From an optimization exercise on the open Yosys and OpenROAD flow, aimed at small area; shortcuts taken in it are not production practice. In this exercise RTL edits were held to simulation tests only and were not proved equivalent to the original. No activity file was given, so power comes from the tool's default toggle rates.

## text_driver_80x60
module text_driver_80x60 (
  input CLK_50MHz,
  input RESET,
  input [7:0] CHAR,
  input WE,
  output [12:0] DISP_ADDR,  
  output [7:0] DISP_DATA,
  output DISP_WE
  );
  wire clear = RESET || CHAR == 8'd127;
  logic send;
  logic data;
  logic [6:0] last;
  logic wen;
  logic [2:0] wrow;  
  logic [3:0] wcol;  
  logic [2:0] px_col;  
  logic [3:0] px_row;  
  logic [3:0] rcol;    
  logic [2:0] rrow;    
  wire printable = CHAR[7] == 1'b0 && CHAR[6:5] != 2'b00;
  wire ctl = CHAR == 8'd8 || CHAR == 8'd9 || CHAR == 8'd10 || CHAR == 8'd13;
  wire [6:0] code = printable ? CHAR[6:0] : (ctl ? {3'b000, CHAR[3:0]} : 7'd0);
  wire l_lf  = last == 7'd10;
  wire l_cr  = last == 7'd13;
  wire l_tab = last == 7'd9;
  wire l_sp  = last == 7'd32;
  wire l_bs  = last == 7'd8;
  wire l_chr = last[6:5] != 2'b00 && !l_sp;
  always_ff @(posedge CLK_50MHz) begin
    wen <= WE;
    if (clear) begin
      wrow <= 0;
      wcol <= 0;
      last <= 0;
    end
    else if (WE) begin
      last <= code;
      if (l_lf) begin
        wrow <= (wrow == 5) ? 3'd0 : wrow + 3'd1;
        wcol <= 0;
      end
      else if (l_cr)
        wcol <= 0;
      else if (l_tab) begin
        if (wcol < 11) wcol <= wcol + 4'd2;
      end
      else if (l_sp) begin
        if (wcol < 12) wcol <= wcol + 4'd1;
      end
      else if (l_bs) begin
        if (wcol > 0) wcol <= wcol - 4'd1;
      end
      else if (l_chr) begin
        if (wcol < 13) wcol <= wcol + 4'd1;
      end
    end
  end
  wire [6:0] wd = (!send || !l_chr) ? 7'h7f : last;
  logic [3:0] n_rcol;
  logic [2:0] n_rrow;
  wire [6:0] rd;
  ram256_8_13x6 char_buffer(.CLK_50MHz(CLK_50MHz), .FILL(!send), .WE(wen),
                            .WROW(wrow), .WCOL(wcol), .WD(wd),
                            .RROW(n_rrow), .RCOL(n_rcol), .RD(rd));
  logic [2:0] n_px_col;
  logic [3:0] n_px_row;
  always_comb begin
    n_px_col = px_col + 3'd1;
    n_px_row = px_row;
    n_rcol = rcol;
    n_rrow = rrow;
    if (px_col == 5) begin
      n_px_col = 0;
      n_px_row = px_row + 4'd1;
      if (px_row == 9) begin
        n_px_row = 0;
        n_rcol = rcol + 4'd1;
        if (rcol == 13) begin
          n_rcol = 0;
          n_rrow = (rrow == 6) ? 3'd0 : rrow + 3'd1;
        end
      end
  ...
Settings: LEC_CHECK=0, ABC_AREA=1, CAP_MARGIN=10, CORE_MARGIN=2, CORE_UTILIZATION=50, SLEW_MARGIN=10, SYNTH_MEMORY_MAX_BITS=16384; clock period 10.0 ns.
standard.sh (not shown) runs the stock make flow with config.mk's settings and CLKGATE_MAP_FILE= SYNTH_SCRIPT=/design/flow/synth_recipe.tcl, a recipe that flattens the netlist after the stock synthesis.
==> flow/flow/run.sh <==
#!/bin/bash
# The standard layout with these changes:
#  - synthesis maps the logic with an area-oriented ABC script
#    (flow/abc_area.script) in place of ORFS's, and leaves adders to ABC
#    (no ADDER_MAP_FILE) instead of mapping them to full/half-adder cells;
#  - clock tree synthesis uses clkbuf_8 for the leaf clusters, clkbuf_16
#    above them, and inserts no dummy loads;
#  - every input and output port is buffered with buf_1 (the standard flow
#    picks a larger buffer).
set -euo pipefail
rm -rf scripts_area
cp -r "$FLOW_HOME/scripts" scripts_area
cp flow/abc_area.script scripts_area/abc_area.script
bash standard.sh SCRIPTS_DIR="$PWD/scripts_area" ADDER_MAP_FILE= synth > synth.log 2>&1
CTS="-sink_clustering_enable -repair_clock_nets -sink_clustering_size 17 -sink_clustering_max_diameter 50"
CTS="$CTS -buf_list {sky130_fd_sc_hd__clkbuf_16 sky130_fd_sc_hd__clkbuf_8} -root_buf sky130_fd_sc_hd__clkbuf_16"
CTS="$CTS -sink_clustering_buffer sky130_fd_sc_hd__clkbuf_8 -dont_use_dummy_load"
bash standard.sh CTS_ARGS="$CTS" \
  BUFFER_PORTS_ARGS="-inputs -outputs -buffer_cell sky130_fd_sc_hd__buf_1" > layout.log 2>&1
==> flow/flow/abc_area.script <==
&get -n
&st
&deepsyn -T 30
&dch -f
&nf -a
&st
&deepsyn -T 30
&dch -f
&nf -a
&put
topo
The first run passed the timing, DRC and antenna checks.
==> next run, changes <==
--- a/flow/flow/run.sh
+++ b/flow/flow/run.sh
@@ -15 +15 @@
-CTS="-sink_clustering_enable -repair_clock_nets -sink_clustering_size 17 -sink_clustering_max_diameter 50"
+CTS="-sink_clustering_enable -repair_clock_nets -sink_clustering_size 15 -sink_clustering_max_diameter 50"
Settings changed: CORE_UTILIZATION 50 to 45, CTS_BUF_LIST from default to sky130_fd_sc_hd__clkbuf_8 sky130_fd_sc_hd__clkbuf_4, CTS_CLUSTER_DIAMETER from default to 60, CTS_CLUSTER_SIZE from default to 30.
Via count falls by 1.9%.
Synthesized area stays the same.
First-iteration DRC count falls by 20%.
Routed wire length rises by 1.9%.
Worst setup slack got worse by 0.18 ns.
==> next run, changes <==
--- a/flow/flow/run.sh
+++ b/flow/flow/run.sh
@@ -15 +15 @@
-CTS="-sink_clustering_enable -repair_clock_nets -sink_clustering_size 15 -sink_clustering_max_diameter 50"
+CTS="-sink_clustering_enable -repair_clock_nets -sink_clustering_size 18 -sink_clustering_max_diameter 50"
Settings changed: CORE_UTILIZATION 45 to 50, CTS_BUF_LIST sky130_fd_sc_hd__clkbuf_8 sky130_fd_sc_hd__clkbuf_4 to default, CTS_CLUSTER_DIAMETER 60 to default, CTS_CLUSTER_SIZE 30 to default.
=> The changed run passed the timing, DRC and antenna checks. Wire length fell slightly. Register-to-register slack improved by 0.18 ns. Core utilization rises by 5.4 points. Total power drops by a few percent. Worst hold slack hardly moves. Sequential share of layout area climbs by 0.43 points.
==> next run, changes <==
--- a/flow/flow/run.sh
+++ b/flow/flow/run.sh
@@ -15 +15 @@
-CTS="-sink_clustering_enable -repair_clock_nets -sink_clustering_size 18 -sink_clustering_max_diameter 50"
+CTS="-sink_clustering_enable -repair_clock_nets -sink_clustering_size 15 -sink_clustering_max_diameter 50"
Settings changed: CORE_UTILIZATION 50 to 45, GPL_TIMING_DRIVEN from default to 0.
After rerunning: Routed wire length goes down by 2.9%. Cell count goes up by 1.6%. Synthesized area is unchanged. Worst setup slack gets worse by 1.3 ns. Non-clock buffer count goes up by 12. Clock skew goes down by 0.024 ns. Core utilization goes down by 4.4 points. Power goes up by 3.0%.
==> next run, changes <==
==> flow/flow/run.sh (replaced) <==
#!/bin/bash
# The standard layout with these changes:
#  - synthesis maps the logic with an area-oriented ABC script
#    (flow/abc_area.script) in place of ORFS's, and leaves adders to ABC
#    (no ADDER_MAP_FILE) instead of mapping them to full/half-adder cells;
#  - clock tree synthesis clusters up to 20 flip-flops per clkbuf_16 and
#    inserts no dummy loads.
set -euo pipefail
rm -rf scripts_area
cp -r "$FLOW_HOME/scripts" scripts_area
cp flow/abc_area.script scripts_area/abc_area.script
bash standard.sh SCRIPTS_DIR="$PWD/scripts_area" ADDER_MAP_FILE= synth > synth.log 2>&1
CTS="-sink_clustering_enable -repair_clock_nets -sink_clustering_size 20 -sink_clustering_max_diameter 60"
CTS="$CTS -buf_list {sky130_fd_sc_hd__clkbuf_16} -dont_use_dummy_load"
bash standard.sh CTS_ARGS="$CTS" > layout.log 2>&1
Settings changed: CTS_BUF_LIST from default to sky130_fd_sc_hd__clkbuf_8 sky130_fd_sc_hd__clkbuf_4, CTS_CLUSTER_DIAMETER from default to 60, CTS_CLUSTER_SIZE from default to 30, GPL_TIMING_DRIVEN 0 to default.
Effect:
- final area fell by 0.76%
- power came out higher by 4.9%
- routed wire length rises by 4.2%
- utilization went down by 0.39 points
- clock power went up by 15%
- worst setup slack gets better by 1.3 ns
- die area stays the same
- fmax rises by 16%
==> next run, changes <==
--- a/flow/flow/run.sh
+++ b/flow/flow/run.sh
@@ -6,2 +6,4 @@
-#  - clock tree synthesis clusters up to 20 flip-flops per clkbuf_16 and
-#    inserts no dummy loads.
+#  - clock tree synthesis uses clkbuf_8 for the leaf clusters, clkbuf_16
+#    above them, and inserts no dummy loads;
+#  - every input and output port is buffered with buf_1 (the standard flow
+#    picks a larger buffer).
@@ -13,3 +15,5 @@
-CTS="-sink_clustering_enable -repair_clock_nets -sink_clustering_size 20 -sink_clustering_max_diameter 60"
-CTS="$CTS -buf_list {sky130_fd_sc_hd__clkbuf_16} -dont_use_dummy_load"
-bash standard.sh CTS_ARGS="$CTS" > layout.log 2>&1
+CTS="-sink_clustering_enable -repair_clock_nets -sink_clustering_size 16 -sink_clustering_max_diameter 45"
+CTS="$CTS -buf_list {sky130_fd_sc_hd__clkbuf_16 sky130_fd_sc_hd__clkbuf_8} -root_buf sky130_fd_sc_hd__clkbuf_16"
+CTS="$CTS -sink_clustering_buffer sky130_fd_sc_hd__clkbuf_8 -dont_use_dummy_load"
+bash standard.sh CTS_ARGS="$CTS" \
+  BUFFER_PORTS_ARGS="-inputs -outputs -buffer_cell sky130_fd_sc_hd__buf_1" > layout.log 2>&1
Settings changed: CORE_UTILIZATION 45 to 50, CTS_BUF_LIST sky130_fd_sc_hd__clkbuf_8 sky130_fd_sc_hd__clkbuf_4 to default, CTS_CLUSTER_DIAMETER 60 to default, CTS_CLUSTER_SIZE 30 to default.
The changed run went through all stages and came out clean.
Non-clock buffer count decreases by 6.
Power came out lower by a few percent.
Fmax barely changes.
Worst setup slack loses 0.014 ns.
Count of clock-buffer cells in the layout goes up by 16.
Global-route usage rises by 3.4 points.
Die area fell by roughly a tenth.
Clock skew is lower by 0.0080 ns.
Sequential share of layout area rose by 0.78 points.
Area after synthesis does not change.
Core utilization goes up by 5.0 points.

==> static timing again, ports no longer ideal <==
The results above use ideal ports. As a check the final layouts listed here were re-extracted and re-timed, cells and wires unchanged. Step 1 (the two cells are an assumption about what drives the block):
set clk [get_ports {CLK_50MHz}]
set_driving_cell -lib_cell sky130_fd_sc_hd__clkbuf_16 $clk
set_driving_cell -lib_cell sky130_fd_sc_hd__buf_2 [delete_from_list [all_inputs] $clk]
Step 2 moves the port delays by t, midway between the first and last clock arrival at a register: inputs arrive t later, outputs are due t later. That takes back most of the time a late clock gives input paths. Slacks: ideal ports / drivers / drivers and shift; pairs: ideal ports / drivers.
run	t (ns)	setup slack, ns	hold slack, ns	slew at the worst register clock pin (ns)
the first run	0.600	2.255 / 2.255 / 2.255	0.490 / 0.490 / 0.490	0.11 / 0.11
the second run	0.635	2.076 / 2.076 / 2.076	0.489 / 0.489 / 0.489	0.10 / 0.10
the third run	0.596	2.259 / 2.259 / 2.259	0.491 / 0.491 / 0.491	0.12 / 0.12
the fourth run	0.616	0.953 / 0.953 / 0.953	0.486 / 0.486 / 0.486	0.10 / 0.10
the fifth run	0.627	2.211 / 2.211 / 2.211	0.488 / 0.488 / 0.488	0.09 / 0.09
the sixth run	0.629	2.197 / 2.197 / 2.197	0.488 / 0.488 / 0.488	0.10 / 0.10
After both steps setup and hold are still met in every run listed.
